Background: an optimization exercise with open tools, aiming at small area, a short achievable clock period and few clock cycles per item. Do not read the settings as production practice. Where RTL was checked, it was by simulation tests only, not by an equivalence proof against the original. For runs 1 and 2, only the layout was checked, not whether the RTL still works. Power and IR drop assume default switching activity.

===== flow/run.sh =====
#!/bin/bash
# The standard layout (standard.sh), with two changes to the cells it may use:
#  - the port buffers are buf_1 cells instead of the delay cell buffer_ports picks by default;
#  - the 3-input XOR/XNOR cells are added to the platform's don't-use list, so that
#    synthesis and repair build the parity trees from 2-input XOR/XNOR cells.
set -euo pipefail
export BUFFER_PORTS_ARGS="-buffer_cell sky130_fd_sc_hd__buf_1"
DU=$(make -s -C "$FLOW_HOME" DESIGN_CONFIG="$PWD/config.mk" WORK_HOME="$PWD/orfs" print-DONT_USE_CELLS 2> print.log | sed -n 's/^DONT_USE_CELLS: //p')
[ -n "$DU" ]
DU="$DU sky130_fd_sc_hd__xnor3_1 sky130_fd_sc_hd__xnor3_2 sky130_fd_sc_hd__xnor3_4 sky130_fd_sc_hd__xor3_1 sky130_fd_sc_hd__xor3_2 sky130_fd_sc_hd__xor3_4"
echo "DONT_USE_CELLS=$DU" > dont_use.txt
bash standard.sh DONT_USE_CELLS="$DU" finish > standard.log 2>&1

===== design.v =====
`resetall
`timescale 1ns/10ps
module ECC_ENC_DEC
#(
parameter DATA_WIDTH = 32,
parameter AMBA_ADDR_WIDTH = 20,
parameter AMBA_WORD = 32
)
(
input wire clk,
input wire rst,
input wire [AMBA_ADDR_WIDTH-1:0] PADDR,
input wire [AMBA_WORD-1:0] PWDATA,
input wire PENABLE,
           PSEL,
           PWRITE,
output reg [AMBA_WORD-1:0] PRDATA,
output reg [DATA_WIDTH-1:0] data_out,
output reg operation_done,
output reg [1:0] num_of_errors
);
reg [31:0] CTRL_REG, DATA_IN_REG, CODEWORD_WIDTH_REG, NOISE_REG;
reg [3:0] we;
always @(posedge clk or negedge rst) begin : wr_decode
  if (!rst) we <= 4'd0;
  else begin
    we[0] <= PSEL & ~PENABLE & PWRITE & (PADDR[3:2] == 2'b00);
    we[1] <= PSEL & ~PENABLE & PWRITE & (PADDR[3:2] == 2'b01);
    we[2] <= PSEL & ~PENABLE & PWRITE & (PADDR[3:2] == 2'b10);
    we[3] <= PSEL & ~PENABLE & PWRITE & (PADDR[3:2] == 2'b11);
  end
end
always @(posedge clk or negedge rst) begin : regs
  if (!rst) begin
    CTRL_REG <= 32'd0; DATA_IN_REG <= 32'd0; CODEWORD_WIDTH_REG <= 32'd0; NOISE_REG <= 32'd0;
  end else begin
    if (we[0]) CTRL_REG <= PWDATA;
    if (we[1]) DATA_IN_REG <= PWDATA;
    if (we[2]) CODEWORD_WIDTH_REG <= PWDATA;
    if (we[3]) NOISE_REG <= PWDATA;
  end
end
always @(posedge clk or negedge rst) begin : done_reg
  if (!rst) operation_done <= 1'b0;
  else operation_done <= we[0];
end
always @(posedge clk) begin : rd
  case (PADDR[3:2])
    2'b00: PRDATA <= CTRL_REG;
    2'b01: PRDATA <= DATA_IN_REG;
    2'b10: PRDATA <= CODEWORD_WIDTH_REG;
    default: PRDATA <= NOISE_REG;
  endcase
end
wire wS = ~CODEWORD_WIDTH_REG[1] & ~CODEWORD_WIDTH_REG[0];
wire wM = ~CODEWORD_WIDTH_REG[1] &  CODEWORD_WIDTH_REG[0];
wire wL =  CODEWORD_WIDTH_REG[1];
wire [31:0] D = DATA_IN_REG;
wire [31:0] N = NOISE_REG;
wire ea0 = D[0];
wire eb0 = D[0];
wire eg0 = ea0;
wire ee0 = D[0];
wire ea1 = (D[1] ^ D[3]);
wire eb1 = (D[2] ^ D[3]);
wire eg1 = (ea1 ^ D[2]);
wire ee1 = (D[1] ^ D[2]);
wire ea2 = (D[4] ^ D[6]);
wire eb2 = (D[5] ^ D[6]);
wire eg2 = (ea2 ^ D[5]);
wire ee2 = (D[4] ^ D[5]);
wire ea3 = (D[8] ^ D[10]);
wire eb3 = (D[9] ^ D[10]);
wire eg3 = ((ea3 ^ D[9]) ^ D[7]);
wire ee3 = (D[7] ^ D[10]);
wire ea4 = (D[11] ^ D[13]);
wire eb4 = (D[12] ^ D[13]);
wire eg4 = (ea4 ^ D[12]);
wire ee4 = (D[11] ^ D[12]);
wire ea5 = (D[15] ^ D[17]);
wire eb5 = (D[16] ^ D[17]);
wire eg5 = ((ea5 ^ D[16]) ^ D[14]);
wire ee5 = (D[14] ^ D[17]);
wire ea6 = (D[19] ^ D[21]);
wire eb6 = (D[20] ^ D[21]);
wire eg6 = ((ea6 ^ D[20]) ^ D[18]);
wire ee6 = (D[18] ^ D[21]);
wire ea7 = (D[23] ^ D[25]);
wire eb7 = (D[24] ^ D[25]);
wire eg7 = ((ea7 ^ D[24]) ^ D[22]);
wire ee7 = (D[23] ^ D[24]);
wire eS0 = (ea0 ^ ea1);
wire eM0 = eS0 ^ (ea2 ^ ea3);
wire eL0 = ((((D[0] ^ D[1]) ^ (D[3] ^ D[4])) ^ ((D[6] ^ D[8]) ^ (D[10] ^ D[11]))) ^ (((D[13] ^ D[15]) ^ (D[17] ^ D[19])) ^ ((D[21] ^ D[23]) ^ D[25])));
wire eS1 = (eb0 ^ eb1);
wire eM1 = eS1 ^ (eb2 ^ eb3);
wire eL1 = ((((D[0] ^ D[2]) ^ (D[3] ^ D[5])) ^ ((D[6] ^ D[9]) ^ (D[10] ^ D[12]))) ^ (((D[13] ^ D[16]) ^ (D[17] ^ D[20])) ^ ((D[21] ^ D[24]) ^ D[25])));
wire eS2 = eg1;
wire eM2 = eS2 ^ eg3;
wire eL2 = ((((D[1] ^ D[2]) ^ (D[3] ^ D[7])) ^ ((D[8] ^ D[9]) ^ (D[10] ^ D[14]))) ^ (((D[15] ^ D[16]) ^ (D[17] ^ D[22])) ^ ((D[23] ^ D[24]) ^ D[25])));
wire eS3 = 1'b0;
wire eM3 = eS3 ^ (eg2 ^ eg3);
wire eL3 = ((((D[4] ^ D[5]) ^ (D[6] ^ D[7])) ^ ((D[8] ^ D[9]) ^ (D[10] ^ D[18]))) ^ (((D[19] ^ D[20]) ^ (D[21] ^ D[22])) ^ ((D[23] ^ D[24]) ^ D[25])));
wire eS4 = 1'b0;
wire eM4 = eS4 ^ 1'b0;
wire eL4 = ((((D[11] ^ D[12]) ^ (D[13] ^ D[14])) ^ ((D[15] ^ D[16]) ^ (D[17] ^ D[18]))) ^ (((D[19] ^ D[20]) ^ (D[21] ^ D[22])) ^ ((D[23] ^ D[24]) ^ D[25])));
wire pS = (ee0 ^ ee1);
wire pM = pS ^ (ee2 ^ ee3);
wire pL = ((((D[0] ^ D[1]) ^ (D[2] ^ D[4])) ^ ((D[5] ^ D[7]) ^ (D[10] ^ D[11]))) ^ (((D[12] ^ D[14]) ^ (D[17] ^ D[18])) ^ ((D[21] ^ D[23]) ^ D[24])));
wire [4:0] encC = wS ? {2'b00, eS2, eS1, eS0} : wM ? {1'b0, eM3, eM2, eM1, eM0} : {eL4, eL3, eL2, eL1, eL0};
wire encP = wS ? pS : wM ? pM : pL;
wire d0a0 = D[4];
wire d0b0 = D[4];
wire d0g0 = d0a0;
wire d0e0 = D[4];
wire d0a1 = (D[5] ^ D[7]);
wire d0b1 = (D[6] ^ D[7]);
wire d0g1 = (d0a1 ^ D[6]);
wire d0e1 = (D[5] ^ D[6]);
wire sD0_0 = (d0a0 ^ d0a1) ^ D[0];
wire sD0_1 = (d0b0 ^ d0b1) ^ D[1];
wire sD0_2 = d0g1 ^ D[2];
wire d1a0 = D[5];
wire d1b0 = D[5];
wire d1g0 = d1a0;
wire d1e0 = D[5];
wire d1a1 = (D[6] ^ D[8]);
wire d1b1 = (D[7] ^ D[8]);
wire d1g1 = (d1a1 ^ D[7]);
wire d1e1 = (D[6] ^ D[7]);
wire d1a2 = (D[9] ^ D[11]);
wire d1b2 = (D[10] ^ D[11]);
wire d1g2 = (d1a2 ^ D[10]);
wire d1e2 = (D[9] ^ D[10]);
wire d1a3 = (D[13] ^ D[15]);
wire d1b3 = (D[14] ^ D[15]);
wire d1g3 = ((d1a3 ^ D[14]) ^ D[12]);
wire d1e3 = (D[12] ^ D[15]);
wire sD1_0 = ((d1a0 ^ d1a1) ^ (d1a2 ^ d1a3)) ^ D[0];
wire sD1_1 = ((d1b0 ^ d1b1) ^ (d1b2 ^ d1b3)) ^ D[1];
wire sD1_2 = (d1g1 ^ d1g3) ^ D[2];
wire sD1_3 = (d1g2 ^ d1g3) ^ D[3];
wire d2a0 = D[6];
wire d2b0 = D[6];
wire d2g0 = d2a0;
wire d2e0 = D[6];
wire d2a1 = (D[7] ^ D[9]);
wire d2b1 = (D[8] ^ D[9]);
wire d2g1 = (d2a1 ^ D[8]);
wire d2e1 = (D[7] ^ D[8]);
wire d2a2 = (D[10] ^ D[12]);
wire d2b2 = (D[11] ^ D[12]);
wire d2g2 = (d2a2 ^ D[11]);
wire d2e2 = (D[10] ^ D[11]);
wire d2a3 = (D[14] ^ D[16]);
wire d2b3 = (D[15] ^ D[16]);
wire d2g3 = ((d2a3 ^ D[15]) ^ D[13]);
wire d2e3 = (D[13] ^ D[16]);
wire d2a4 = (D[17] ^ D[19]);
wire d2b4 = (D[18] ^ D[19]);
wire d2g4 = (d2a4 ^ D[18]);
wire d2e4 = (D[17] ^ D[18]);
wire d2a5 = (D[21] ^ D[23]);
wire d2b5 = (D[22] ^ D[23]);
wire d2g5 = ((d2a5 ^ D[22]) ^ D[20]);
wire d2e5 = (D[20] ^ D[23]);
wire d2a6 = (D[25] ^ D[27]);
wire d2b6 = (D[26] ^ D[27]);
wire d2g6 = ((d2a6 ^ D[26]) ^ D[24]);
wire d2e6 = (D[24] ^ D[27]);
wire d2a7 = (D[29] ^ D[31]);
wire d2b7 = (D[30] ^ D[31]);
wire d2g7 = ((d2a7 ^ D[30]) ^ D[28]);
wire d2e7 = (D[29] ^ D[30]);
wire sD2_0 = (((d2a0 ^ d2a1) ^ (d2a2 ^ d2a3)) ^ ((d2a4 ^ d2a5) ^ (d2a6 ^ d2a7))) ^ D[0];
wire sD2_1 = (((d2b0 ^ d2b1) ^ (d2b2 ^ d2b3)) ^ ((d2b4 ^ d2b5) ^ (d2b6 ^ d2b7))) ^ D[1];
wire sD2_2 = ((d2g1 ^ d2g3) ^ (d2g5 ^ d2g7)) ^ D[2];
wire sD2_3 = ((d2g2 ^ d2g3) ^ (d2g6 ^ d2g7)) ^ D[3];
wire sD2_4 = ((d2g4 ^ d2g5) ^ (d2g6 ^ d2g7)) ^ D[4];
wire qD0 = (((D[0] ^ D[1]) ^ (D[2] ^ D[3])) ^ ((D[4] ^ D[5]) ^ (D[6] ^ D[7])));
wire qD1 = (((D[8] ^ D[9]) ^ (D[10] ^ D[11])) ^ ((D[12] ^ D[13]) ^ (D[14] ^ D[15])));
wire qD2 = ((((D[16] ^ D[17]) ^ (D[18] ^ D[19])) ^ ((D[20] ^ D[21]) ^ (D[22] ^ D[23]))) ^ (((D[24] ^ D[25]) ^ (D[26] ^ D[27])) ^ ((D[28] ^ D[29]) ^ (D[30] ^ D[31]))));
wire [4:0] synD = wS ? {2'b00, sD0_2, sD0_1, sD0_0} : wM ? {1'b0, sD1_3, sD1_2, sD1_1, sD1_0} : {sD2_4, sD2_3, sD2_2, sD2_1, sD2_0};
wire parDa = wL ? (qD0 ^ qD1) : qD0;
wire parDb = wS ? 1'b0 : wM ? qD1 : qD2;
wire n0a0 = N[4];
wire n0b0 = N[4];
wire n0g0 = n0a0;
wire n0e0 = N[4];
wire n0a1 = (N[5] ^ N[7]);
wire n0b1 = (N[6] ^ N[7]);
wire n0g1 = (n0a1 ^ N[6]);
wire n0e1 = (N[5] ^ N[6]);
wire sN0_0 = (n0a0 ^ n0a1) ^ N[0];
wire sN0_1 = (n0b0 ^ n0b1) ^ N[1];
wire sN0_2 = n0g1 ^ N[2];
wire n1a0 = N[5];
wire n1b0 = N[5];
wire n1g0 = n1a0;
wire n1e0 = N[5];
wire n1a1 = (N[6] ^ N[8]);
wire n1b1 = (N[7] ^ N[8]);
wire n1g1 = (n1a1 ^ N[7]);
wire n1e1 = (N[6] ^ N[7]);
wire n1a2 = (N[9] ^ N[11]);
wire n1b2 = (N[10] ^ N[11]);
wire n1g2 = (n1a2 ^ N[10]);
wire n1e2 = (N[9] ^ N[10]);
wire n1a3 = (N[13] ^ N[15]);
wire n1b3 = (N[14] ^ N[15]);
wire n1g3 = ((n1a3 ^ N[14]) ^ N[12]);
wire n1e3 = (N[12] ^ N[15]);
wire sN1_0 = ((n1a0 ^ n1a1) ^ (n1a2 ^ n1a3)) ^ N[0];
wire sN1_1 = ((n1b0 ^ n1b1) ^ (n1b2 ^ n1b3)) ^ N[1];
wire sN1_2 = (n1g1 ^ n1g3) ^ N[2];
wire sN1_3 = (n1g2 ^ n1g3) ^ N[3];
wire n2a0 = N[6];
wire n2b0 = N[6];
wire n2g0 = n2a0;
wire n2e0 = N[6];
wire n2a1 = (N[7] ^ N[9]);
wire n2b1 = (N[8] ^ N[9]);
wire n2g1 = (n2a1 ^ N[8]);
wire n2e1 = (N[7] ^ N[8]);
wire n2a2 = (N[10] ^ N[12]);
wire n2b2 = (N[11] ^ N[12]);
wire n2g2 = (n2a2 ^ N[11]);
wire n2e2 = (N[10] ^ N[11]);
wire n2a3 = (N[14] ^ N[16]);
wire n2b3 = (N[15] ^ N[16]);
wire n2g3 = ((n2a3 ^ N[15]) ^ N[13]);
wire n2e3 = (N[13] ^ N[16]);
wire n2a4 = (N[17] ^ N[19]);
wire n2b4 = (N[18] ^ N[19]);
wire n2g4 = (n2a4 ^ N[18]);
wire n2e4 = (N[17] ^ N[18]);
wire n2a5 = (N[21] ^ N[23]);
wire n2b5 = (N[22] ^ N[23]);
wire n2g5 = ((n2a5 ^ N[22]) ^ N[20]);
wire n2e5 = (N[20] ^ N[23]);
wire n2a6 = (N[25] ^ N[27]);
wire n2b6 = (N[26] ^ N[27]);
wire n2g6 = ((n2a6 ^ N[26]) ^ N[24]);
wire n2e6 = (N[24] ^ N[27]);
wire n2a7 = (N[29] ^ N[31]);
wire n2b7 = (N[30] ^ N[31]);
wire n2g7 = ((n2a7 ^ N[30]) ^ N[28]);
wire n2e7 = (N[29] ^ N[30]);
wire sN2_0 = (((n2a0 ^ n2a1) ^ (n2a2 ^ n2a3)) ^ ((n2a4 ^ n2a5) ^ (n2a6 ^ n2a7))) ^ N[0];
wire sN2_1 = (((n2b0 ^ n2b1) ^ (n2b2 ^ n2b3)) ^ ((n2b4 ^ n2b5) ^ (n2b6 ^ n2b7))) ^ N[1];
wire sN2_2 = ((n2g1 ^ n2g3) ^ (n2g5 ^ n2g7)) ^ N[2];
wire sN2_3 = ((n2g2 ^ n2g3) ^ (n2g6 ^ n2g7)) ^ N[3];
wire sN2_4 = ((n2g4 ^ n2g5) ^ (n2g6 ^ n2g7)) ^ N[4];
wire qN0 = (((N[0] ^ N[1]) ^ (N[2] ^ N[3])) ^ ((N[4] ^ N[5]) ^ (N[6] ^ N[7])));
wire qN1 = (((N[8] ^ N[9]) ^ (N[10] ^ N[11])) ^ ((N[12] ^ N[13]) ^ (N[14] ^ N[15])));
wire qN2 = ((((N[16] ^ N[17]) ^ (N[18] ^ N[19])) ^ ((N[20] ^ N[21]) ^ (N[22] ^ N[23]))) ^ (((N[24] ^ N[25]) ^ (N[26] ^ N[27])) ^ ((N[28] ^ N[29]) ^ (N[30] ^ N[31]))));
wire [4:0] synN = wS ? {2'b00, sN0_2, sN0_1, sN0_0} : wM ? {1'b0, sN1_3, sN1_2, sN1_1, sN1_0} : {sN2_4, sN2_3, sN2_2, sN2_1, sN2_0};
wire parNa = wL ? (qN0 ^ qN1) : qN0;
wire parNb = wS ? 1'b0 : wM ? qN1 : qN2;
reg [4:0] sD, sN, cE;
reg pDa, pDb, pNa, pNb, pE;
reg [1:0] mode;
reg ddec, nfc;    
always @(posedge clk) begin : stage1
  sD <= synD; pDa <= parDa; pDb <= parDb;
  sN <= synN; pNa <= parNa; pNb <= parNb;
  cE <= encC; pE <= encP;
  mode <= PWDATA[1:0];    
  ddec <= ~PWDATA[1] & PWDATA[0];
  nfc <= ~PWDATA[1];
end
wire m_dec = ~mode[1] & mode[0];
wire m_fc  =  mode[1];
wire [4:0] s = ({5{m_dec}} & sD) | ({5{m_fc}} & sN);
wire p = (m_dec & (pDa ^ pDb)) | (m_fc & (pNa ^ pNb));
wire [1:0] nof = {~p & (|s), p};
wire d_dec = ddec, d_fc = ~nfc;
wire [25:0] g = D[25:0] & {26{~d_dec}};
wire [4:0] lo = cE & {5{~d_dec}};
wire pb = pE & ~d_dec;
wire [31:0] ecw = wS ? {24'd0, g[3:0], pb, lo[2:0]} : wM ? {16'd0, g[10:0], pb, lo[3:0]} : {g, pb, lo};
wire [31:0] nmask = wS ? 32'h000000ff : wM ? 32'h0000ffff : 32'hffffffff;
wire [31:0] t = (({32{d_dec}} & D) | ({32{d_fc}} & N)) & nmask;
wire [31:0] fix;
assign fix[0] = p & ((wS & (s == 5'd1)) | (wM & (s == 5'd1)) | (wL & (s == 5'd1)));
assign fix[1] = p & ((wS & (s == 5'd2)) | (wM & (s == 5'd2)) | (wL & (s == 5'd2)));
assign fix[2] = p & ((wS & (s == 5'd4)) | (wM & (s == 5'd4)) | (wL & (s == 5'd4)));
assign fix[3] = p & ((wS & (s == 5'd0)) | (wM & (s == 5'd8)) | (wL & (s == 5'd8)));
assign fix[4] = p & ((wS & (s == 5'd3)) | (wM & (s == 5'd0)) | (wL & (s == 5'd16)));
assign fix[5] = p & ((wS & (s == 5'd5)) | (wM & (s == 5'd3)) | (wL & (s == 5'd0)));
assign fix[6] = p & ((wS & (s == 5'd6)) | (wM & (s == 5'd5)) | (wL & (s == 5'd3)));
assign fix[7] = p & ((wS & (s == 5'd7)) | (wM & (s == 5'd6)) | (wL & (s == 5'd5)));
assign fix[8] = p & ((wM & (s == 5'd7)) | (wL & (s == 5'd6)));
assign fix[9] = p & ((wM & (s == 5'd9)) | (wL & (s == 5'd7)));
assign fix[10] = p & ((wM & (s == 5'd10)) | (wL & (s == 5'd9)));
assign fix[11] = p & ((wM & (s == 5'd11)) | (wL & (s == 5'd10)));
assign fix[12] = p & ((wM & (s == 5'd12)) | (wL & (s == 5'd11)));
assign fix[13] = p & ((wM & (s == 5'd13)) | (wL & (s == 5'd12)));
assign fix[14] = p & ((wM & (s == 5'd14)) | (wL & (s == 5'd13)));
assign fix[15] = p & ((wM & (s == 5'd15)) | (wL & (s == 5'd14)));
assign fix[16] = p & ((wL & (s == 5'd15)));
assign fix[17] = p & ((wL & (s == 5'd17)));
assign fix[18] = p & ((wL & (s == 5'd18)));
assign fix[19] = p & ((wL & (s == 5'd19)));
assign fix[20] = p & ((wL & (s == 5'd20)));
assign fix[21] = p & ((wL & (s == 5'd21)));
assign fix[22] = p & ((wL & (s == 5'd22)));
assign fix[23] = p & ((wL & (s == 5'd23)));
assign fix[24] = p & ((wL & (s == 5'd24)));
assign fix[25] = p & ((wL & (s == 5'd25)));
assign fix[26] = p & ((wL & (s == 5'd26)));
assign fix[27] = p & ((wL & (s == 5'd27)));
assign fix[28] = p & ((wL & (s == 5'd28)));
assign fix[29] = p & ((wL & (s == 5'd29)));
assign fix[30] = p & ((wL & (s == 5'd30)));
assign fix[31] = p & ((wL & (s == 5'd31)));
always @(posedge clk) begin : stage2
  data_out <= (ecw ^ t) ^ fix;
  num_of_errors <= nof;
end
endmodule

===== config.mk =====
export PLATFORM = sky130hd
export DESIGN_NAME = ECC_ENC_DEC
export DESIGN_NICKNAME = ECC_ENC_DEC
export VERILOG_FILES = /design/flow/design.v
export SDC_FILE = /design/flow/constraint.sdc
export NUM_CORES = 4
export LEC_CHECK = 0
export CAP_MARGIN = 20
export CORE_MARGIN = 2
export CORE_UTILIZATION = 40
export CTS_CLUSTER_DIAMETER = 100
export CTS_CLUSTER_SIZE = 25
export SETUP_SLACK_MARGIN = 2.95
export SLEW_MARGIN = 20

===== constraint.sdc =====
create_clock -name core_clock -period 5.0 [get_ports {clk}]
set_input_delay 1.0000 -clock core_clock [delete_from_list [all_inputs] [get_ports {clk}]]
set_output_delay 1.0000 -clock core_clock [all_outputs]
set_load 0.01 [all_outputs]

===== standard.sh =====
#!/bin/bash
# synth_recipe.tcl (not shown) runs the flow's synth.tcl, then flattens the netlist and writes it again
# the make line also repeats each setting of config.mk as NAME=value (left out here)
make -C /OpenROAD-flow-scripts/flow DESIGN_CONFIG=/design/flow/config.mk WORK_HOME=/design/flow/orfs CLKGATE_MAP_FILE= SYNTH_SCRIPT=/design/flow/synth_recipe.tcl "${@:-finish}"

==> metrics.cfg, run 1 <==
[run_status]
status = no timing/DRC/antenna violations

[floorplanning]
placementRows = 62
core_region_area_um2 = 28600
die_area_um2 = 30400
io_pins = 124
chipWidth_um = 174
die_height_um = 174
initial_core_util_pct = 40.6

[logic_synthesis]
synth.avg_cell_area_um2 = 11.3
yosys.cell_types.count = 46
yosysSeqAreaShare_pct = 44.1
netlist_instances = 1030
synth.net_count = 1087
yosys.area.top_type_share_pct = 28.6
synthesis.yosys.warnings = 1
synth_area_leader_cell = sky130_fd_sc_hd__dfrtp_1
synth_async_reset_ratio_pct = 59.6
ys.flop_type = sky130_fd_sc_hd__dfrtp_1
synth-edff-count = 0
post_synth_instance_area_um2 = 11600
yosys-top-cells-area = sky130_fd_sc_hd__dfrtp_1 (29%), sky130_fd_sc_hd__dfxtp_1 (16%), sky130_fd_sc_hd__xnor2_1 (14%)
ys_ff_latch = 223

[clocking]
h_tree_depth = 1
clock_insertion_delay_worst_skew_ns = 0.49
clock_net_sink_count = 223
cts.root.buffer_cell = sky130_fd_sc_hd__clkbuf_16
clock_path_buffers = 3
clk_pin_slew_ns = 0.10
cts_buf_count = 12
cts_hold_buffers_added = 0
tritoncts = yes

[power]
power_mw = 8.10
switching_power_of_the_nets_mw = 3.17
ir_worst_vdd_uv = 243
sequentialPowerShare_pct = 35.2
p_per_area_nw_per_um2 = 628
comb_power_share_pct = 51.8
power.switching_fraction_pct = 39.1
cellInternalPower_mw = 4.94
power.clock.fraction_pct = 13.1
total_leakage_power_nw = 4.92

[timing]
setup_tns_ns = 0
final.period_utilization_pct = 40.9
final-setup-viol-count = 0
transition_time_at_the_pin_with_the_least_slew_margin_ns = 0.934
finalClockSkew_ns = 0.0258
report.final.hold_viol_count = 0
pins_over_slew_limit = 0
slew_headroom_pct = 37.5
grt_setup_unrepaired = true
hold_ws_ns = 0.510
layout_min_cycle_time_ns = 2.04
maxClockFrequency_mhz = 489

[layout]
area_growth_syn_to_layout_pct = 10.9
end_of_flow_core_utilization_pct = 45.0
design.final.nets = 1147
most-common-layout-cells = sky130_fd_sc_hd__xnor2_1 (172), sky130_fd_sc_hd__mux2_2 (127), sky130_fd_sc_hd__dfrtp_1 (117)
stdcell_count = 1480
proportion_of_layout_cells_with_a_drive_suffix_above_1_pct = 23.9
num_antenna_cells = 0
layout_commonest_cell = sky130_fd_sc_hd__xnor2_1

[placed_design]
gp_congestion = 0.843
place_hpwl_um = 20500
number_of_cells_in_the_design_after_placement = 1450
port-buffer-count = 105

[global_route]
vias_in_the_first_global_route = 7218
grt_first_pass_wirelength_um = 44200
global_route.usage.total_pct = 18.8
globalRoute.totalOverflow = 0
pin_count_of_the_biggest_net_entering_global_routing = 92
antenna_found_initial = 0

[setup_path]
reg2reg_slack_ns = 2.96
timing.rr.end = data_out[14]
critPathMaxFanout = 49
endpoint_kind = flip-flop
ff2ff_path_depth = 7
worst-path-buf-inv = 2
worstSetupPathDepth = 7
path_cells = buf_4 -> nor2b_2 -> buf_4 -> a22oi_1 -> xnor2_1 -> o21ai_1 -> xnor2_1
start_kind = flip-flop
critical_path_required_ns = 5.37
critical-path-slowest-cell = sky130_fd_sc_hd__dfrtp_1
cp_data_arrival_time_ns = 2.42
timing.critical_path.max_delay_family = buffers and inverters
rr_startpoint = CODEWORD_WIDTH_REG[1]
critPathKind = flip-flop to flip-flop
cpPeakStageDelay_ns = 0.37

[route]
antenna_violating_nets_remaining = 0
drtIter0Drc = 614
wl_per_cell_um = 19.4
detail_route.drc_violations = 0
drt_pass1_iterations = 5
dr_total_vias = 7529
postRouteWirelength_um = 28700
route.detailed.vias_per_inst = 5.09

[min_path]
timing.hold.worst.class = flip-flop to flip-flop
min_from = CODEWORD_WIDTH_REG[26]
holdPathStages = 1
min_delay_worst_endpoint = CODEWORD_WIDTH_REG[26]

[run]
max_cap_viol_count = 0

metal layers:
metal | wire length, µm | vias up | GRT usage (%) | part of all wire [%]
li1 | - | 3578 | - | -
met1 | 13800 | 3770 | 27.2 | 48
met2 | 13500 | 156 | 30.6 | 47
met3 | 1030 | 25 | 2.17 | 3.6
met4 | 452 | 0 | 3.78 | 1.6
met5 | 0 | - | 0 | 0
logic make-up after synthesis:
| family | share of synthesized area [%] |
|---|---|
| AO/OA/AOI/OAI | 5.58 |
| XOR/XNOR | 19.8 |
| buffers and inverters | 3.29 |
| flip-flops | 44.1 |
| multiplexers | 19.9 |
| AND/OR/NAND/NOR | 7.30 |
synth_stat cells, drive strengths merged (8+ instances only):
library cell	number
a21oi	38
a22oi	15
buf	45
clkbuf	34
dfrtp	133
dfxtp	90
inv	8
mux2	127
mux2i	16
mux4	32
nand2	31
nor2	96
nor2b	32
nor3	9
o21ai	30
xnor2	197
xor2	53
what timing repair did:
item	CTS	global route
buffers inserted	2	8
gates resized for setup	18	42
endpoints found under the setup margin	53	46
hold endpoints to repair	0	0
pin swaps	2	2
power groups by stage:
stage / clock network, mW / registers [mW] / logic, mW
after global placement: 0 / 2.87 / 3.98
after floorplan: 0 / 2.65 / 3.30
after detailed placement: 0 / 2.88 / 4.01
final: 1.06 / 2.85 / 4.19
after CTS: 1.11 / 2.84 / 4.06
after global routing: 1.17 / 2.92 / 4.56
state kept, by name, indices dropped and copies added (netlist names), 5 cells and up:
name and cells:
cE 5, CODEWORD_WIDTH_REG 32, NOISE_REG 32, sD 5, DATA_IN_REG 32, PRDATA 32, CTRL_REG 32, data_out 32
sN 5
final cells by class:
class | instances | area, µm²
Clock buffer | 20 | 352
Fill cell | 2693 | 15700
Inverter | 9 | 35.0
Multi-Input combinational cell | 719 | 6280
Sequential cell | 223 | 5160
Tap cell | 384 | 480
Timing Repair Buffer | 125 | 589
metrics by stage:
step,area [µm²],setup WS (ns)
5_1_grt,12900,2.84
3_3_place_gp,12200,2.05
2_1_floorplan,11600,2.91
4_1_cts,12700,2.90
6_report,12900,2.96
3_5_place_dp,12200,2.03
worst max path at each step:
stage                          startpoint           end  slack [ns]
floorplan                        PADDR[3]    PRDATA[12]        2.91
global placement                 PADDR[3]    PRDATA[26]        2.05
detailed placement               PADDR[3]    PRDATA[26]        2.03
CTS                 CODEWORD_WIDTH_REG[1]   data_out[3]        2.90
global route        CODEWORD_WIDTH_REG[1]   data_out[3]        2.84
finish              CODEWORD_WIDTH_REG[1]  data_out[14]        2.96
==> inputs of run 2 (changes only) <==
--- a/config.mk
+++ b/config.mk
@@ -11,4 +11,4 @@
 export CTS_CLUSTER_DIAMETER = 100
 export CTS_CLUSTER_SIZE = 25
-export SETUP_SLACK_MARGIN = 2.95
+export SETUP_SLACK_MARGIN = 2.9
 export SLEW_MARGIN = 20
==> metrics.cfg, run 2 <==
[timing]
transition_time_at_the_pin_with_the_least_slew_margin_ns = 0.943  ; +0.00962 ns
final.period_utilization_pct = 41.2  ; +0.31 points
finalClockSkew_ns = 0.0280  ; +0.00216 ns
min_setup_slack_post_route_ns = 2.94  ; -0.0155 ns
pins_over_slew_limit = 0  ; unchanged
setup_tns_ns = 0  ; unchanged
layout_min_cycle_time_ns = 2.06  ; +0.0155 ns
final-setup-viol-count = 0  ; unchanged
report.final.hold_viol_count = 0  ; unchanged
grt_setup_unrepaired = true
slew_headroom_pct = 36.8  ; -0.64 points
maxClockFrequency_mhz = 486  ; -0.75%

[clocking]
h_tree_depth = 1  ; unchanged
clock_insertion_delay_worst_skew_ns = 0.50  ; about the same
cts_hold_buffers_added = 0  ; unchanged
cts_buf_count = 12  ; unchanged
clock_path_buffers = 3  ; unchanged
clk_pin_slew_ns = 0.10  ; about the same
cts.root.buffer_cell = sky130_fd_sc_hd__clkbuf_16
clock_net_sink_count = 223  ; unchanged
tritoncts = yes

[power]
power.switching_fraction_pct = 39.2  ; +0.11 points
cellInternalPower_mw = 4.89  ; -0.95%
total_leakage_power_nw = 4.83  ; -1.9%
ir_worst_vdd_uv = 256  ; +5.2%
comb_power_share_pct = 51.3  ; -0.5 points
sequentialPowerShare_pct = 35.4  ; +0.2 points
power.clock.fraction_pct = 13.2  ; about the same
switching_power_of_the_nets_mw = 3.15  ; -0.51%
p_per_area_nw_per_um2 = 631  ; +0.39%

[setup_path]
critPathKind = flip-flop to flip-flop
timing.rr.end = cE[2]
endpoint_kind = flip-flop
cp_data_arrival_time_ns = 2.47  ; +0.05 ns
rr_startpoint = DATA_IN_REG[9]
critPathMaxFanout = 8  ; -84%
critical_path_required_ns = 5.41  ; +0.04 ns
endpoint = cE[2]
start_kind = flip-flop
crit_start = DATA_IN_REG[9]
reg2reg_slack_ns = 2.94  ; -0.02 ns
ff2ff_path_depth = 7  ; unchanged

[logic_synthesis]
synth.net_count = 1087  ; unchanged
synth_area_leader_cell = sky130_fd_sc_hd__dfrtp_1
netlist_instances = 1030  ; unchanged
yosys-top-cells-area = sky130_fd_sc_hd__dfrtp_1 (29%), sky130_fd_sc_hd__dfxtp_1 (16%), sky130_fd_sc_hd__xnor2_1 (14%)
synth.most_common_cell = sky130_fd_sc_hd__xnor2_1
post_synth_instance_area_um2 = 11600  ; unchanged
synth.avg_cell_area_um2 = 11.3  ; unchanged
synth_async_reset_ratio_pct = 59.6  ; unchanged
synthesis.yosys.warnings = 1  ; unchanged
yosys.area.top_type_share_pct = 28.6  ; unchanged
yosysSeqAreaShare_pct = 44.1  ; unchanged
ys_ff_latch = 223  ; unchanged
ys.flop_type = sky130_fd_sc_hd__dfrtp_1
synth.cells.most_frequent = sky130_fd_sc_hd__xnor2_1 (184), sky130_fd_sc_hd__dfrtp_1 (133), sky130_fd_sc_hd__mux2_2 (127)
yosys.cell_types.count = 46  ; unchanged
synth-edff-count = 0  ; unchanged

[floorplanning]
core_region_area_um2 = 28600  ; unchanged
die_height_um = 174  ; unchanged
initial_core_util_pct = 40.6  ; unchanged
io_pins = 124  ; unchanged
chipWidth_um = 174  ; unchanged
die_area_um2 = 30400  ; unchanged
placementRows = 62  ; unchanged

[global_route]
antenna_found_initial = 0  ; unchanged
grt_first_pass_wirelength_um = 44100  ; -0.16%
globalRoute.totalOverflow = 0  ; unchanged
vias_in_the_first_global_route = 7200  ; -0.25%
global_route.usage.total_pct = 18.8  ; -0.019 points
pin_count_of_the_biggest_net_entering_global_routing = 92  ; unchanged

[layout]
proportion_of_layout_cells_with_a_drive_suffix_above_1_pct = 21.7  ; -2.2 points
end_of_flow_core_utilization_pct = 44.5  ; -0.52 points
n_fill_cell = 2710  ; +0.63%
stdcell_count = 1472  ; -0.54%
area_growth_syn_to_layout_pct = 9.67
most-common-layout-cells = sky130_fd_sc_hd__xnor2_1 (179), sky130_fd_sc_hd__mux2_2 (127), sky130_fd_sc_hd__dfrtp_1 (121)
layout_commonest_cell = sky130_fd_sc_hd__xnor2_1
design.final.nets = 1139  ; -0.70%
num_antenna_cells = 0  ; unchanged

[route]
drt_pass1_iterations = 5  ; unchanged
postRouteWirelength_um = 28600  ; -0.45%
route.detailed.vias_per_inst = 5.06  ; -0.54%
dr_total_vias = 7448  ; -1.1%
antenna_violating_nets_remaining = 0  ; unchanged
detail_route.drc_violations = 0  ; unchanged
wl_per_cell_um = 19.4  ; about the same
drtIter0Drc = 612  ; -0.33%

[placed_design]
gp_congestion = 0.843  ; unchanged
dp_slack_ns = 2.03  ; unchanged
port-buffer-count = 105  ; unchanged
place_hpwl_um = 20500  ; unchanged
number_of_cells_in_the_design_after_placement = 1450  ; unchanged

[min_path]
timing.hold.worst.class = flip-flop to flip-flop
min_from = CODEWORD_WIDTH_REG[26]

[run]
max_cap_viol_count = 0  ; unchanged

[run_status]
status = no timing/DRC/antenna violations

## run 2: changes by cell type in the layout (fill, tap and decap cells not counted), sizes merged
cell / delta
buf: -3
clkbuf: -5
## run 2: routing by layer
metal,track usage [%],vias up,routed length (µm)
li1,-,3564,-
met1,27.1,3724,13700
met2,30.6,138,13400
met3,2.17,22,1130
met4,3.78,0,420
met5,0,-,0
## run 2: logic make-up after synthesis
family | synth area share (%)
buffers and inverters | 3.29
muxes | 19.9
DFF | 44.1
xor gates and xnor gates | 19.8
AOI/OAI and AO/OA | 5.58
and+or+nand+nor | 7.30
## run 2: metrics by stage
stage	hold slack, ns	total power [mW]	cell area (µm²)
after global routing	0.529	8.58	12700
after detailed placement	0.493	6.89	12200
final	0.510	8.04	12700
after CTS	0.516	7.99	12600
after floorplan	0.352	5.95	11600
after global placement	0.484	6.85	12200
## run 2: area by class of cell
| class | count | area (µm²) | area share (%) |
|---|---|---|---|
| clock buffer | 20 | 352 | 2.76 |
| inverter | 9 | 35.0 | 0.275 |
| tap | 384 | 480 | 3.77 |
| timing repair buffer | 117 | 509 | 4.00 |
| sequential | 223 | 5150 | 40.4 |
| multi-input combinational | 719 | 6220 | 48.8 |
## run 2: worst min path at each step
stage | endpoint | cells past startpoint | slack, ns
finish | CODEWORD_WIDTH_REG[26] | 1 | 0.51
detailed placement | CODEWORD_WIDTH_REG[22] | 1 | 0.49
global placement | CODEWORD_WIDTH_REG[31] | 1 | 0.48
CTS | CODEWORD_WIDTH_REG[22] | 1 | 0.52
floorplan | operation_done | 0 | 0.35
global route | CODEWORD_WIDTH_REG[26] | 1 | 0.53
## run 2: power groups by stage
stage | clock, mW | sequential [mW] | combinational [mW]
after floorplan | 0 | 2.65 | 3.30
after global placement | 0 | 2.87 | 3.98
after detailed placement | 0 | 2.88 | 4.01
after CTS | 1.11 | 2.84 | 4.05
after global routing | 1.16 | 2.92 | 4.49
final | 1.06 | 2.85 | 4.13
## run 2: what timing repair did
item                       4_1_cts  5_1_grt
buffers inserted                 1        1
setup endpoints to repair       42       33
pin swaps                        1        1
gates resized for setup         12       27
## run 2: critical path, cell delays in order, from the launching register on
cell                      delay (ns)
sky130_fd_sc_hd__dfrtp_2        0.54
sky130_fd_sc_hd__xor2_2         0.20
sky130_fd_sc_hd__xnor2_1        0.25
sky130_fd_sc_hd__xnor2_2        0.18
sky130_fd_sc_hd__xor2_2         0.26
sky130_fd_sc_hd__xnor2_1        0.17
sky130_fd_sc_hd__a22oi_2        0.11
sky130_fd_sc_hd__xnor2_1        0.26
==> inputs of run 3 (changes only) <==
--- a/design.v
+++ b/design.v
@@ -21,27 +21,20 @@
 );
 reg [31:0] CTRL_REG, DATA_IN_REG, CODEWORD_WIDTH_REG, NOISE_REG;
-reg [3:0] we;
-always @(posedge clk or negedge rst) begin : wr_decode
-  if (!rst) we <= 4'd0;
-  else begin
-    we[0] <= PSEL & ~PENABLE & PWRITE & (PADDR[3:2] == 2'b00);
-    we[1] <= PSEL & ~PENABLE & PWRITE & (PADDR[3:2] == 2'b01);
-    we[2] <= PSEL & ~PENABLE & PWRITE & (PADDR[3:2] == 2'b10);
-    we[3] <= PSEL & ~PENABLE & PWRITE & (PADDR[3:2] == 2'b11);
-  end
-end
+wire wr = PSEL & PENABLE & PWRITE;
 always @(posedge clk or negedge rst) begin : regs
   if (!rst) begin
     CTRL_REG <= 32'd0; DATA_IN_REG <= 32'd0; CODEWORD_WIDTH_REG <= 32'd0; NOISE_REG <= 32'd0;
-  end else begin
-    if (we[0]) CTRL_REG <= PWDATA;
-    if (we[1]) DATA_IN_REG <= PWDATA;
-    if (we[2]) CODEWORD_WIDTH_REG <= PWDATA;
-    if (we[3]) NOISE_REG <= PWDATA;
+  end else if (wr) begin
+    case (PADDR[3:2])
+      2'b00: CTRL_REG <= PWDATA;
+      2'b01: DATA_IN_REG <= PWDATA;
+      2'b10: CODEWORD_WIDTH_REG <= PWDATA;
+      default: NOISE_REG <= PWDATA;
+    endcase
   end
 end
 always @(posedge clk or negedge rst) begin : done_reg
   if (!rst) operation_done <= 1'b0;
-  else operation_done <= we[0];
+  else operation_done <= wr & (PADDR[3:2] == 2'b00);
 end
 always @(posedge clk) begin : rd
@@ -261,5 +254,4 @@
 reg pDa, pDb, pNa, pNb, pE;
 reg [1:0] mode;
-reg ddec, nfc;    
 always @(posedge clk) begin : stage1
   sD <= synD; pDa <= parDa; pDb <= parDb;
@@ -267,6 +259,4 @@
   cE <= encC; pE <= encP;
   mode <= PWDATA[1:0];    
-  ddec <= ~PWDATA[1] & PWDATA[0];
-  nfc <= ~PWDATA[1];
 end
 wire m_dec = ~mode[1] & mode[0];
@@ -275,11 +265,10 @@
 wire p = (m_dec & (pDa ^ pDb)) | (m_fc & (pNa ^ pNb));
 wire [1:0] nof = {~p & (|s), p};
-wire d_dec = ddec, d_fc = ~nfc;
-wire [25:0] g = D[25:0] & {26{~d_dec}};
-wire [4:0] lo = cE & {5{~d_dec}};
-wire pb = pE & ~d_dec;
+wire [25:0] g = D[25:0] & {26{~m_dec}};
+wire [4:0] lo = cE & {5{~m_dec}};
+wire pb = pE & ~m_dec;
 wire [31:0] ecw = wS ? {24'd0, g[3:0], pb, lo[2:0]} : wM ? {16'd0, g[10:0], pb, lo[3:0]} : {g, pb, lo};
 wire [31:0] nmask = wS ? 32'h000000ff : wM ? 32'h0000ffff : 32'hffffffff;
-wire [31:0] t = (({32{d_dec}} & D) | ({32{d_fc}} & N)) & nmask;
+wire [31:0] t = (({32{m_dec}} & D) | ({32{m_fc}} & N)) & nmask;
 wire [31:0] fix;
 assign fix[0] = p & ((wS & (s == 5'd1)) | (wM & (s == 5'd1)) | (wL & (s == 5'd1)));
--- a/config.mk
+++ b/config.mk
@@ -11,4 +11,4 @@
 export CTS_CLUSTER_DIAMETER = 100
 export CTS_CLUSTER_SIZE = 25
-export SETUP_SLACK_MARGIN = 2.9
+export SETUP_SLACK_MARGIN = 2.95
 export SLEW_MARGIN = 20
==> metrics.cfg, run 3 <==
[run_status]
status = no timing/DRC/antenna violations

[logic_synthesis]
synth.avg_cell_area_um2 = 11.4  ; +1.2%
post_synth_instance_area_um2 = 11800  ; +1.5%
yosys.cell_types.count = 55  ; +20%
synth.net_count = 1090  ; +0.28%
ys.flop_type = sky130_fd_sc_hd__dfrtp_1
synth-edff-count = 0  ; unchanged
synth_async_reset_ratio_pct = 59.4  ; -0.19 points
netlist_instances = 1033  ; +0.29%
ys_ff_latch = 217  ; -2.7%
yosysSeqAreaShare_pct = 42.3  ; -1.9 points
synthesis.yosys.warnings = 1  ; unchanged
yosys-top-cells-area = sky130_fd_sc_hd__dfrtp_1 (27%), sky130_fd_sc_hd__dfxtp_1 (15%), sky130_fd_sc_hd__xnor2_1 (14%)
synth_area_leader_cell = sky130_fd_sc_hd__dfrtp_1
synth.cells.most_frequent = sky130_fd_sc_hd__xnor2_1 (190), sky130_fd_sc_hd__dfrtp_1 (129), sky130_fd_sc_hd__mux2_2 (126)
synth.most_common_cell = sky130_fd_sc_hd__xnor2_1
yosys.area.top_type_share_pct = 27.4  ; -1.3 points

[min_path]
timing.hold.worst.class = flip-flop to flip-flop
holdPathStages = 1  ; unchanged

[floorplanning]
io_pins = 124  ; unchanged
placementRows = 62  ; unchanged
core_region_area_um2 = 28900  ; +0.81%
initial_core_util_pct = 40.9  ; +0.29 points
chipWidth_um = 176  ; +0.74%
die_area_um2 = 30900  ; +1.5%
die_height_um = 176  ; +0.74%

[timing]
slew_headroom_pct = 45.9  ; +9.1 points
report.final.hold_viol_count = 0  ; unchanged
grt_setup_unrepaired = true
pins_over_slew_limit = 0  ; unchanged
layout_min_cycle_time_ns = 2.02  ; -0.0349 ns
final-setup-viol-count = 0  ; unchanged
maxClockFrequency_mhz = 494  ; +1.7%
setup_tns_ns = 0  ; unchanged
finalClockSkew_ns = 0.0209  ; -0.00710 ns
final.period_utilization_pct = 40.5  ; -0.70 points
transition_time_at_the_pin_with_the_least_slew_margin_ns = 0.806  ; -0.137 ns

[clocking]
cts_buf_count = 13  ; +1
cts_hold_buffers_added = 0  ; unchanged
clock_net_sink_count = 217  ; -2.7%
clock_path_buffers = 3  ; unchanged
clk_pin_slew_ns = 0.08  ; -0.02 ns
clock_insertion_delay_worst_skew_ns = 0.49  ; about the same
tritoncts = yes
cts.root.buffer_cell = sky130_fd_sc_hd__clkbuf_16
h_tree_depth = 1  ; unchanged

[route]
wl_per_cell_um = 20.4  ; +5.1%
drtIter0Drc = 711  ; +16%
detail_route.drc_violations = 0  ; unchanged
postRouteWirelength_um = 30500  ; +6.7%
antenna_violating_nets_remaining = 0  ; unchanged
dr_total_vias = 7979  ; +7.1%
drt_pass1_iterations = 5  ; unchanged
route.detailed.vias_per_inst = 5.34  ; +5.6%

[setup_path]
ff2ff_path_depth = 7  ; unchanged
critPathKind = input port to flip-flop
critical_path_required_ns = 5.37  ; -0.04 ns
start_kind = input port
critical_path.most_common_cell = sky130_fd_sc_hd__buf_12
critical-path-slowest-cell = sky130_fd_sc_hd__or3_1
path_cells = clkbuf_4 -> buf_12 -> inv_1 -> or3_1 -> buf_12 -> mux2_4
critPathMaxFanout = 32  ; +24
cp_data_arrival_time_ns = 2.39  ; -0.08 ns
cpPeakStageDelay_ns = 0.39  ; -0.15 ns
endpoint_kind = flip-flop

[layout]
stdcell_area_um2 = 13500  ; +5.5%
num_antenna_cells = 0  ; unchanged
proportion_of_layout_cells_with_a_drive_suffix_above_1_pct = 26.8  ; +5.2 points
area_growth_syn_to_layout_pct = 14.0
ff_latch_area_um2 = 5020  ; -2.5%
n_fill_cell = 2684  ; -0.96%
layout_commonest_cell = sky130_fd_sc_hd__xnor2_1
design.final.nets = 1161  ; +1.9%
most-common-layout-cells = sky130_fd_sc_hd__xnor2_1 (181), sky130_fd_sc_hd__mux2_2 (125), sky130_fd_sc_hd__dfrtp_1 (111)
multi_input_comb_area_um2 = 6580  ; +5.8%

[global_route]
antenna_found_initial = 0  ; unchanged
vias_in_the_first_global_route = 7786  ; +8.1%
globalRoute.totalOverflow = 0  ; unchanged
grt_first_pass_wirelength_um = 46900  ; +6.3%
pin_count_of_the_biggest_net_entering_global_routing = 130  ; +41%
global_route.usage.total_pct = 19.6  ; +0.82 points

[placed_design]
place_hpwl_um = 20400  ; -0.48%
gp_congestion = 0.844  ; about the same
postPlaceCellArea_um2 = 12400  ; +1.3%
port-buffer-count = 105  ; unchanged

[power]
total_leakage_power_nw = 5.02  ; +4.0%
p_per_area_nw_per_um2 = 619  ; -1.8%
ir_worst_vdd_uv = 306  ; +20%

[run]
max_cap_viol_count = 0  ; unchanged

## run 3: cell types whose count changed after synthesis, moves of 8 or more
cell	delta
sky130_fd_sc_hd__a21oi_1	+22
sky130_fd_sc_hd__nand3_1	+8
sky130_fd_sc_hd__a211oi_1	+33
sky130_fd_sc_hd__o21ai_0	+11
sky130_fd_sc_hd__nor2_1	-69
sky130_fd_sc_hd__or3_1	+14
sky130_fd_sc_hd__buf_2	+9
sky130_fd_sc_hd__xor2_1	-16
sky130_fd_sc_hd__a22oi_1	-10
sky130_fd_sc_hd__nor2b_1	-14
## run 3: per-stage QoR
step / instances / hold slack (ns) / setup WS (ns) / utilization, % / power [mW]
CTS: 1478 / 0.515 / 2.95 / 45.5 / 8.19
global route: 1494 / 0.529 / 2.94 / 46.6 / 8.85
global placement: 1446 / 0.484 / 1.89 / 43.0 / 6.90
finish: 1494 / 0.511 / 2.98 / 46.6 / 8.33
floorplan: 1033 / 0.475 / 2.84 / - / 6.04
detailed placement: 1446 / 0.491 / 1.87 / 43.0 / 6.95
## run 3: final timing paths
kind	end	start	slack [ns]
worst max-delay path	DATA_IN_REG[4]	PADDR[2]	2.98
worst min-delay path	CODEWORD_WIDTH_REG[22]	CODEWORD_WIDTH_REG[22]	0.51
worst max register to register	sN[2]	NOISE_REG[15]	3.00
worst min register to register	CODEWORD_WIDTH_REG[22]	CODEWORD_WIDTH_REG[22]	0.51
max in group asynchronous	DATA_IN_REG[4]	rst	3.74
min in group asynchronous	CTRL_REG[22]	rst	0.57
## run 3: final cells by class
type	instances	area share (%)
well taps	384	3.57
inverters	10	0.307
clock inverters	4	0.521
repair buffers	146	6.83
flip-flops and latches	217	37.3
multi-input cells	716	48.9
clock buffers	17	2.53
## run 3: worst max-delay path: cells and delay by family
kind | cells | cell delay, ns
and+or+nand+nor | 1 | 0.39
buffers and inverters | 4 | 0.68
muxes | 1 | 0.31
## run 3: layer usage
metal | track usage (%) | wire length (µm)
met2 | 30.6 | 13800
met4 | 3.10 | 325
met5 | 0 | 0
met3 | 2.86 | 1910
met1 | 29.5 | 14500
## run 3: repair_timing
| action | 4_1_cts | 5_1_grt |
|---|---|---|
| endpoints found under the setup margin | 189 | 40 |
| hold endpoints to repair | 0 | 0 |
| cloned | 4 | 1 |
| pin swaps | 4 | 4 |
| resized for setup | 45 | 36 |
| setup buffers | 7 | 15 |
## run 3: logic make-up (layout without fill, tap and decap cells)
kind of cell	count (synthesis)	count (layout)	synth area share [%]
compound gates	171	171	9.01
mux	176	176	19.7
simple gates	123	124	5.22
flops	217	217	42.3
buf+inv	101	177	3.98
xor+xnor	245	245	19.8
## run 3: report_power, final
part           internal [mW]  leakage, nW  switching, mW
Sequential              2.27         2.30          0.570
Clock                  0.550        0.193          0.609
Combinational           2.20         2.53           2.13
Testbench counts of run 3, summed over its fixed seeds: cycles 12,384, ops 1,920.
==> inputs of run 4 (changes only) <==
--- a/config.mk
+++ b/config.mk
@@ -11,4 +11,4 @@
 export CTS_CLUSTER_DIAMETER = 100
 export CTS_CLUSTER_SIZE = 25
-export SETUP_SLACK_MARGIN = 2.95
+export SETUP_SLACK_MARGIN = 3.0
 export SLEW_MARGIN = 20
==> metrics.cfg, run 4 <==
[run_status]
status = no timing/DRC/antenna violations

[layout]
area_growth_syn_to_layout_pct = 14.5
layout_commonest_cell = sky130_fd_sc_hd__xnor2_1
n_fill_cell = 2725  ; +1.5%
ff_latch_area_um2 = 5040  ; +0.35%
num_antenna_cells = 0  ; unchanged
proportion_of_layout_cells_with_a_drive_suffix_above_1_pct = 30.9  ; +4.1 points
end_of_flow_core_utilization_pct = 46.8  ; +0.23 points
multi_input_comb_area_um2 = 6660  ; +1.3%
most-common-layout-cells = sky130_fd_sc_hd__xnor2_1 (175), sky130_fd_sc_hd__mux2_2 (125), sky130_fd_sc_hd__dfrtp_1 (104)
design.final.nets = 1166  ; +0.43%

[route]
route.met2.wl_um = 13700  ; -0.62%
route.detailed.vias_per_inst = 5.32  ; -0.36%
drtIter0Drc = 680  ; -4.4%
drt_pass1_iterations = 5  ; unchanged
antenna_violating_nets_remaining = 0  ; unchanged
wl_per_cell_um = 20.3  ; -0.65%
detail_route.drc_violations = 0  ; unchanged
wire_length_on_met1_um = 14700  ; +1.4%
wl_met3_um = 1610  ; -16%
dr_total_vias = 7977  ; -0.025%
top_routing_layer_in_use = met4
postRouteWirelength_um = 30400  ; -0.31%

[power]
ir_worst_vdd_uv = 232  ; -24%
total_leakage_power_nw = 5.11  ; +1.7%
p_per_area_nw_per_um2 = 617  ; -0.38%

[timing]
maxClockFrequency_mhz = 497  ; +0.65%
report.final.hold_viol_count = 0  ; unchanged
layout_min_cycle_time_ns = 2.01  ; -0.0130 ns
grt_setup_unrepaired = true
final-setup-viol-count = 0  ; unchanged
finalClockSkew_ns = 0.0169  ; -0.00396 ns
min_setup_slack_post_route_ns = 2.99  ; +0.0130 ns
pins_over_slew_limit = 0  ; unchanged
setup_tns_ns = 0  ; unchanged
final.period_utilization_pct = 40.2  ; -0.26 points
transition_time_at_the_pin_with_the_least_slew_margin_ns = 0.837  ; +0.0304 ns
slew_headroom_pct = 43.8  ; -2.0 points

[logic_synthesis]
yosys.cell_types.count = 55  ; unchanged
ys_ff_latch = 217  ; unchanged
yosysSeqAreaShare_pct = 42.3  ; unchanged
synthesis.yosys.warnings = 1  ; unchanged
synth_area_leader_cell = sky130_fd_sc_hd__dfrtp_1
synth.most_common_cell = sky130_fd_sc_hd__xnor2_1
synth_async_reset_ratio_pct = 59.4  ; unchanged
ys.flop_type = sky130_fd_sc_hd__dfrtp_1
synth.cells.most_frequent = sky130_fd_sc_hd__xnor2_1 (190), sky130_fd_sc_hd__dfrtp_1 (129), sky130_fd_sc_hd__mux2_2 (126)
post_synth_instance_area_um2 = 11800  ; unchanged
synth.net_count = 1090  ; unchanged
netlist_instances = 1033  ; unchanged
synth.avg_cell_area_um2 = 11.4  ; unchanged
synth-edff-count = 0  ; unchanged
yosys.area.top_type_share_pct = 27.4  ; unchanged
yosys-top-cells-area = sky130_fd_sc_hd__dfrtp_1 (27%), sky130_fd_sc_hd__dfxtp_1 (15%), sky130_fd_sc_hd__xnor2_1 (14%)

[global_route]
pin_count_of_the_biggest_net_entering_global_routing = 64  ; -51%
antenna_found_initial = 0  ; unchanged
grt_first_pass_wirelength_um = 46500  ; -0.97%
globalRoute.totalOverflow = 0  ; unchanged
global_route.usage.total_pct = 19.4  ; -0.26 points
vias_in_the_first_global_route = 7729  ; -0.73%

[clocking]
clock_insertion_delay_worst_skew_ns = 0.49  ; about the same
tritoncts = yes
h_tree_depth = 1  ; unchanged
clock_net_sink_count = 217  ; unchanged
cts.root.buffer_cell = sky130_fd_sc_hd__clkbuf_16
clock_path_buffers = 3  ; unchanged
cts_buf_count = 12  ; -1
clk_pin_slew_ns = 0.10  ; +0.02 ns

[setup_path]
start_kind = flip-flop
path_cells = nor2_1 -> mux2i_1 -> xnor2_1 -> a21oi_1 -> xnor2_1
critPathMaxFanout = 10  ; -69%
critical_path.most_common_cell = sky130_fd_sc_hd__xnor2_1
cp_data_arrival_time_ns = 2.42  ; +0.03 ns
cpPeakStageDelay_ns = 0.59  ; +0.20 ns
critical-path-slowest-cell = sky130_fd_sc_hd__dfrtp_4
critical_path_required_ns = 5.41  ; +0.04 ns
endpoint_kind = flip-flop
critPathKind = flip-flop to flip-flop

[placed_design]
port-buffer-count = 105  ; unchanged
place_hpwl_um = 20500  ; +0.23%
gp_congestion = 0.837  ; -0.78%
dp_slack_ns = 2.00  ; +0.121 ns

[floorplanning]
core_region_area_um2 = 28900  ; unchanged
initial_core_util_pct = 40.9  ; unchanged
die_height_um = 176  ; unchanged
die_area_um2 = 30900  ; unchanged
placementRows = 62  ; unchanged
io_pins = 124  ; unchanged
chipWidth_um = 176  ; unchanged

[min_path]
timing.hold.worst.class = flip-flop to flip-flop

[run]
max_cap_viol_count = 0  ; unchanged

[run 4: cell counts after synthesis]
Identical to the previous run, type by type.
[run 4: layout make-up]
| class | count | share of cell area (%) |
|---|---|---|
| inverters | 10 | 0.305 |
| repair buffers | 153 | 6.94 |
| clock inverters | 1 | 0.0648 |
| well taps | 384 | 3.55 |
| flip-flops and latches | 217 | 37.3 |
| clock buffers | 19 | 2.57 |
| multi-input cells | 715 | 49.3 |
[run 4: worst paths after layout]
| kind | start | end | slack [ns] | cells after the start |
|---|---|---|---|---|
| hold / removal | CODEWORD_WIDTH_REG[18] | CODEWORD_WIDTH_REG[18] | 0.51 | 1 |
| min in group asynchronous | rst | CTRL_REG[16] | 0.61 | 1 |
| max in group asynchronous | rst | DATA_IN_REG[8] | 3.31 | 2 |
| setup reg to reg | CODEWORD_WIDTH_REG[1] | data_out[3] | 2.99 | 5 |
| setup / recovery | CODEWORD_WIDTH_REG[1] | data_out[3] | 2.99 | 5 |
| hold reg to reg | CODEWORD_WIDTH_REG[18] | CODEWORD_WIDTH_REG[18] | 0.51 | 1 |
[run 4: kinds of logic after synthesis]
family / Yosys count / synth area share (%)
DFF: 217 / 42.3
and+or+nand+nor: 123 / 5.22
AOI/OAI and AO/OA: 171 / 9.01
xor gates and xnor gates: 245 / 19.8
muxes: 176 / 19.7
buffers and inverters: 101 / 3.98
[run 4: per-layer routing]
| layer | vias up | GRT usage (%) |
|---|---|---|
| met1 | 3996 | 28.7 |
| met3 | 30 | 2.77 |
| met5 | - | 0 |
| met2 | 210 | 30.5 |
| li1 | 3741 | - |
| met4 | 0 | 3.37 |
[run 4: report_power, final]
group / leakage, nW / internal, mW / switching, mW
Combinational: 2.64 / 2.26 / 2.15
Sequential: 2.29 / 2.28 / 0.578
Clock: 0.172 / 0.489 / 0.583
Total: 5.11 / 5.03 / 3.31
[run 4: critical path: cells and delay by family (launching register included)]
kind,cells,cell delay (ns)
XOR/XNOR,2,0.25
AND/OR/NAND/NOR,1,0.51
flip-flops,1,0.59
AO/OA/AOI/OAI,1,0.25
multiplexers,1,0.32
[run 4: what timing repair did]
item / CTS / global route
buffers inserted: 7 / 25
pin swaps: 1 / 5
resized for setup: 52 / 68
endpoints found under the hold margin: 0 / 0
endpoints found under the setup margin: 188 / 124
cloned: 2 / 1
hold buffers: 0 / 0
[run 4: through the flow]
step	total power [mW]	cell area, µm²	hold slack [ns]	std cells
CTS	8.10	13000	0.516	1473
finish	8.34	13500	0.511	1499
global route	8.85	13500	0.528	1499
detailed placement	6.93	12400	0.494	1444
global placement	6.89	12400	0.484	1444
floorplan	6.04	11900	0.475	1033
==> inputs of run 5 (changes only) <==
--- a/config.mk
+++ b/config.mk
@@ -11,4 +11,4 @@
 export CTS_CLUSTER_DIAMETER = 100
 export CTS_CLUSTER_SIZE = 25
-export SETUP_SLACK_MARGIN = 3.0
+export SETUP_SLACK_MARGIN = 2.9
 export SLEW_MARGIN = 20
==> metrics.cfg, run 5 <==
[timing]
layout_min_cycle_time_ns = 2.05  ; +0.0391 ns
report.final.hold_viol_count = 0  ; unchanged
maxClockFrequency_mhz = 488  ; -1.9%
final.period_utilization_pct = 41.0  ; +0.78 points
transition_time_at_the_pin_with_the_least_slew_margin_ns = 0.795  ; -0.0417 ns
grt_setup_unrepaired = true
finalClockSkew_ns = 0.0135  ; -0.00347 ns
slew_headroom_pct = 46.6  ; +2.8 points
final-setup-viol-count = 0  ; unchanged
setup_tns_ns = 0  ; unchanged
pins_over_slew_limit = 0  ; unchanged

[setup_path]
critPathKind = flip-flop to flip-flop
start_kind = flip-flop
timing.rr.end = sN[1]
cpPeakStageDelay_ns = 0.49  ; -0.10 ns
reg2reg_slack_ns = 2.95  ; -0.04 ns
rr_startpoint = NOISE_REG[30]
worst-path-buf-inv = 0  ; unchanged
critical_path.most_common_cell = sky130_fd_sc_hd__xnor2_1
critical-path-slowest-cell = sky130_fd_sc_hd__dfrtp_1
critPathMaxFanout = 5  ; -5
cp_data_arrival_time_ns = 2.43  ; about the same
crit_start = NOISE_REG[30]
timing.critical_path.max_delay_family = XOR/XNOR gates
critical_path_required_ns = 5.38  ; -0.03 ns
path_cells = xnor2_1 -> xnor2_1 -> xnor2_1 -> xnor2_1 -> xnor2_1 -> mux2i_1 -> xnor2_1
ff2ff_path_depth = 7  ; +2
endpoint_kind = flip-flop

[run_status]
status = no timing/DRC/antenna violations

[logic_synthesis]
yosys.cell_types.count = 55  ; unchanged
synth_area_leader_cell = sky130_fd_sc_hd__dfrtp_1
synth_async_reset_ratio_pct = 59.4  ; unchanged
yosys.area.top_type_share_pct = 27.4  ; unchanged
netlist_instances = 1033  ; unchanged
ys_ff_latch = 217  ; unchanged
synth-edff-count = 0  ; unchanged
synth.avg_cell_area_um2 = 11.4  ; unchanged
synth.cells.most_frequent = sky130_fd_sc_hd__xnor2_1 (190), sky130_fd_sc_hd__dfrtp_1 (129), sky130_fd_sc_hd__mux2_2 (126)
yosysSeqAreaShare_pct = 42.3  ; unchanged
yosys-top-cells-area = sky130_fd_sc_hd__dfrtp_1 (27%), sky130_fd_sc_hd__dfxtp_1 (15%), sky130_fd_sc_hd__xnor2_1 (14%)
post_synth_instance_area_um2 = 11800  ; unchanged
synthesis.yosys.warnings = 1  ; unchanged
synth.most_common_cell = sky130_fd_sc_hd__xnor2_1
synth.net_count = 1090  ; unchanged
ys.flop_type = sky130_fd_sc_hd__dfrtp_1

[global_route]
pin_count_of_the_biggest_net_entering_global_routing = 68  ; +6.3%
globalRoute.totalOverflow = 0  ; unchanged
global_route.usage.total_pct = 19.5  ; +0.15 points
grt_first_pass_wirelength_um = 46600  ; +0.28%
vias_in_the_first_global_route = 7623  ; -1.4%
antenna_found_initial = 0  ; unchanged

[route]
wl_per_cell_um = 20.6  ; +1.3%
postRouteWirelength_um = 30400  ; -0.25%
drtIter0Drc = 758  ; +11%
route.detailed.vias_per_inst = 5.37  ; +0.99%
dr_total_vias = 7932  ; -0.56%
antenna_violating_nets_remaining = 0  ; unchanged
drt_pass1_iterations = 5  ; unchanged
detail_route.drc_violations = 0  ; unchanged

[floorplanning]
die_height_um = 176  ; unchanged
core_region_area_um2 = 28900  ; unchanged
io_pins = 124  ; unchanged
initial_core_util_pct = 40.9  ; unchanged
chipWidth_um = 176  ; unchanged
placementRows = 62  ; unchanged
die_area_um2 = 30900  ; unchanged

[placed_design]
gp_congestion = 0.854  ; +2.0%
place_hpwl_um = 20600  ; +0.44%
port-buffer-count = 105  ; unchanged
postPlaceCellArea_um2 = 12400  ; unchanged

[power]
total_leakage_power_nw = 4.85  ; -5.0%
ir_worst_vdd_uv = 250  ; +7.6%
power.switching_fraction_pct = 39.9  ; +0.17 points
switching_power_of_the_nets_mw = 3.24  ; -2.1%
sequentialPowerShare_pct = 34.8  ; +0.6 points
p_per_area_nw_per_um2 = 622  ; +0.78%
cellInternalPower_mw = 4.89  ; -2.8%
power.clock.fraction_pct = 13.3  ; +0.4 points
comb_power_share_pct = 51.9  ; -1.0 points

[layout]
n_fill_cell = 2733  ; +0.29%
most-common-layout-cells = sky130_fd_sc_hd__xnor2_1 (182), sky130_fd_sc_hd__mux2_2 (125), sky130_fd_sc_hd__dfrtp_1 (120)
proportion_of_layout_cells_with_a_drive_suffix_above_1_pct = 24.5  ; -6.5 points
design.final.nets = 1143  ; -2.0%
ff_latch_area_um2 = 5010  ; -0.57%
layout_commonest_cell = sky130_fd_sc_hd__xnor2_1
num_antenna_cells = 0  ; unchanged
stdcell_area_um2 = 13100  ; -3.3%
area_growth_syn_to_layout_pct = 10.8
end_of_flow_core_utilization_pct = 45.3  ; -1.5 points
multi_input_comb_area_um2 = 6530  ; -2.0%

[min_path]
timing.hold.worst.class = flip-flop to flip-flop
holdPathStages = 1  ; unchanged
min_delay_worst_endpoint = CODEWORD_WIDTH_REG[30]
min_from = CODEWORD_WIDTH_REG[30]

[clocking]
cts.root.buffer_cell = sky130_fd_sc_hd__clkbuf_16
clock_insertion_delay_worst_skew_ns = 0.49  ; about the same
clk_pin_slew_ns = 0.10  ; about the same
tritoncts = yes
cts_buf_count = 12  ; unchanged
h_tree_depth = 1  ; unchanged
clock_net_sink_count = 217  ; unchanged
clock_path_buffers = 3  ; unchanged

[run]
max_cap_viol_count = 0  ; unchanged

==> run 5: cell counts after synthesis <==
Identical to the previous run, type by type.
==> run 5: final cells by class <==
cell class / instances / area share (%)
timing repair buffer: 128 / 5.04
clock buffer: 18 / 2.63
clock inverter: 2 / 0.0861
multi-input combinational: 717 / 49.9
sequential: 217 / 38.3
inverter: 10 / 0.287
tap: 384 / 3.67
==> run 5: what timing repair did <==
action                                  CTS  global route
endpoints found under the setup margin  185            58
gates cloned                              2             2
pin swaps                                 4             3
hold buffers                              0             0
buffers inserted                          2             6
gates resized for setup                  26            28
==> run 5: power by group through the flow <==
stage | sequential, mW | combinational [mW] | clock [mW]
global placement | 2.84 | 4.05 | 0
finish | 2.83 | 4.22 | 1.08
global route | 2.90 | 4.60 | 1.19
detailed placement | 2.86 | 4.07 | 0
CTS | 2.82 | 4.11 | 1.12
floorplan | 2.62 | 3.42 | 0
==> run 5: routing by layer <==
metal  up-vias  global-route usage [%]  routed length, µm
met1      3982                    29.4              14500
met5         -                       0                  0
met4         0                    3.62                432
li1       3690                       -                  -
met3        30                    2.58               1810
met2       230                    30.2              13600
==> run 5: cells by family (layout without fill, tap and decap cells) <==
group	count (synthesis)	count (layout)	synth area share, %
simple gates	123	125	5.22
buf+inv	101	158	3.98
xor+xnor	245	245	19.8
flops	217	217	42.3
mux	176	176	19.7
compound gates	171	171	9.01
==> run 5: through the flow <==
step           total power [mW]  setup WS, ns  instances  hold WS, ns
2_1_floorplan              6.04          2.84       1033        0.475
3_3_place_gp               6.89          1.72       1444        0.484
3_5_place_dp               6.93          1.72       1444        0.491
4_1_cts                    8.05          2.90       1468        0.514
5_1_grt                    8.69          2.85       1476        0.525
6_report                   8.13          2.95       1476        0.514
==> run 5: how the worst max path moves through the flow <==
stage                     cells past startpoint                     to  slack, ns
after detailed placement                      5  CODEWORD_WIDTH_REG[0]       1.72
final                                         7                  sN[1]       2.95
after floorplan                               5        DATA_IN_REG[12]       2.84
after global placement                        5  CODEWORD_WIDTH_REG[9]       1.72
after global routing                          8            data_out[5]       2.85
after CTS                                     7                  cE[2]       2.90
==> run 5: worst register-to-register path, stage by stage (launching register included) <==
cell                      delay [ns]
sky130_fd_sc_hd__dfrtp_1        0.49
sky130_fd_sc_hd__xnor2_1        0.20
sky130_fd_sc_hd__xnor2_1        0.35
sky130_fd_sc_hd__xnor2_1        0.19
sky130_fd_sc_hd__xnor2_1        0.16
sky130_fd_sc_hd__xnor2_1        0.14
sky130_fd_sc_hd__mux2i_1        0.11
sky130_fd_sc_hd__xnor2_1        0.30

[what the ideal ports hide]
In the flow no input, the clock included, has a driving cell. The finished layouts below were timed again as built, in two steps. Step 1, drivers: a clkbuf_16 drives clk and a buf_2 each remaining input, both assumed. Step 2 adds t to the input delays and takes it off the output delays; t is the mean of the earliest and latest rising clock arrival at the registers after step 1. Input paths then give back, and output paths get back, about the clock's delay inside the block. a / b / c = ideal / step 1 / step 2; a / b = the first two.
run | t (ns) | slack for setup (ns) | hold WS [ns] | worst setup path after step 2 | worst slew at a driven data input, ns
run 1 | 0.529 | 2.956 / 2.932 / 2.575 | 0.510 / 0.510 / 0.510 | input to register | 0.05
run 2 | 0.534 | 2.941 / 2.919 / 2.467 | 0.510 / 0.510 / 0.510 | input to register | 0.05
run 3 | 0.527 | 2.976 / 2.985 / 2.468 | 0.511 / 0.511 / 0.511 | input to register | 0.06
run 4 | 0.532 | 2.989 / 2.977 / 2.560 | 0.511 / 0.511 / 0.511 | input to register | 0.06
run 5 | 0.532 | 2.949 / 2.949 / 2.446 | 0.514 / 0.499 / 0.514 | input to register | 0.06
After both steps every run listed still meets setup and hold. The setup slack of run 3, which loses most, moves by +0.009 ns with the drivers and by -0.508 ns with both steps.
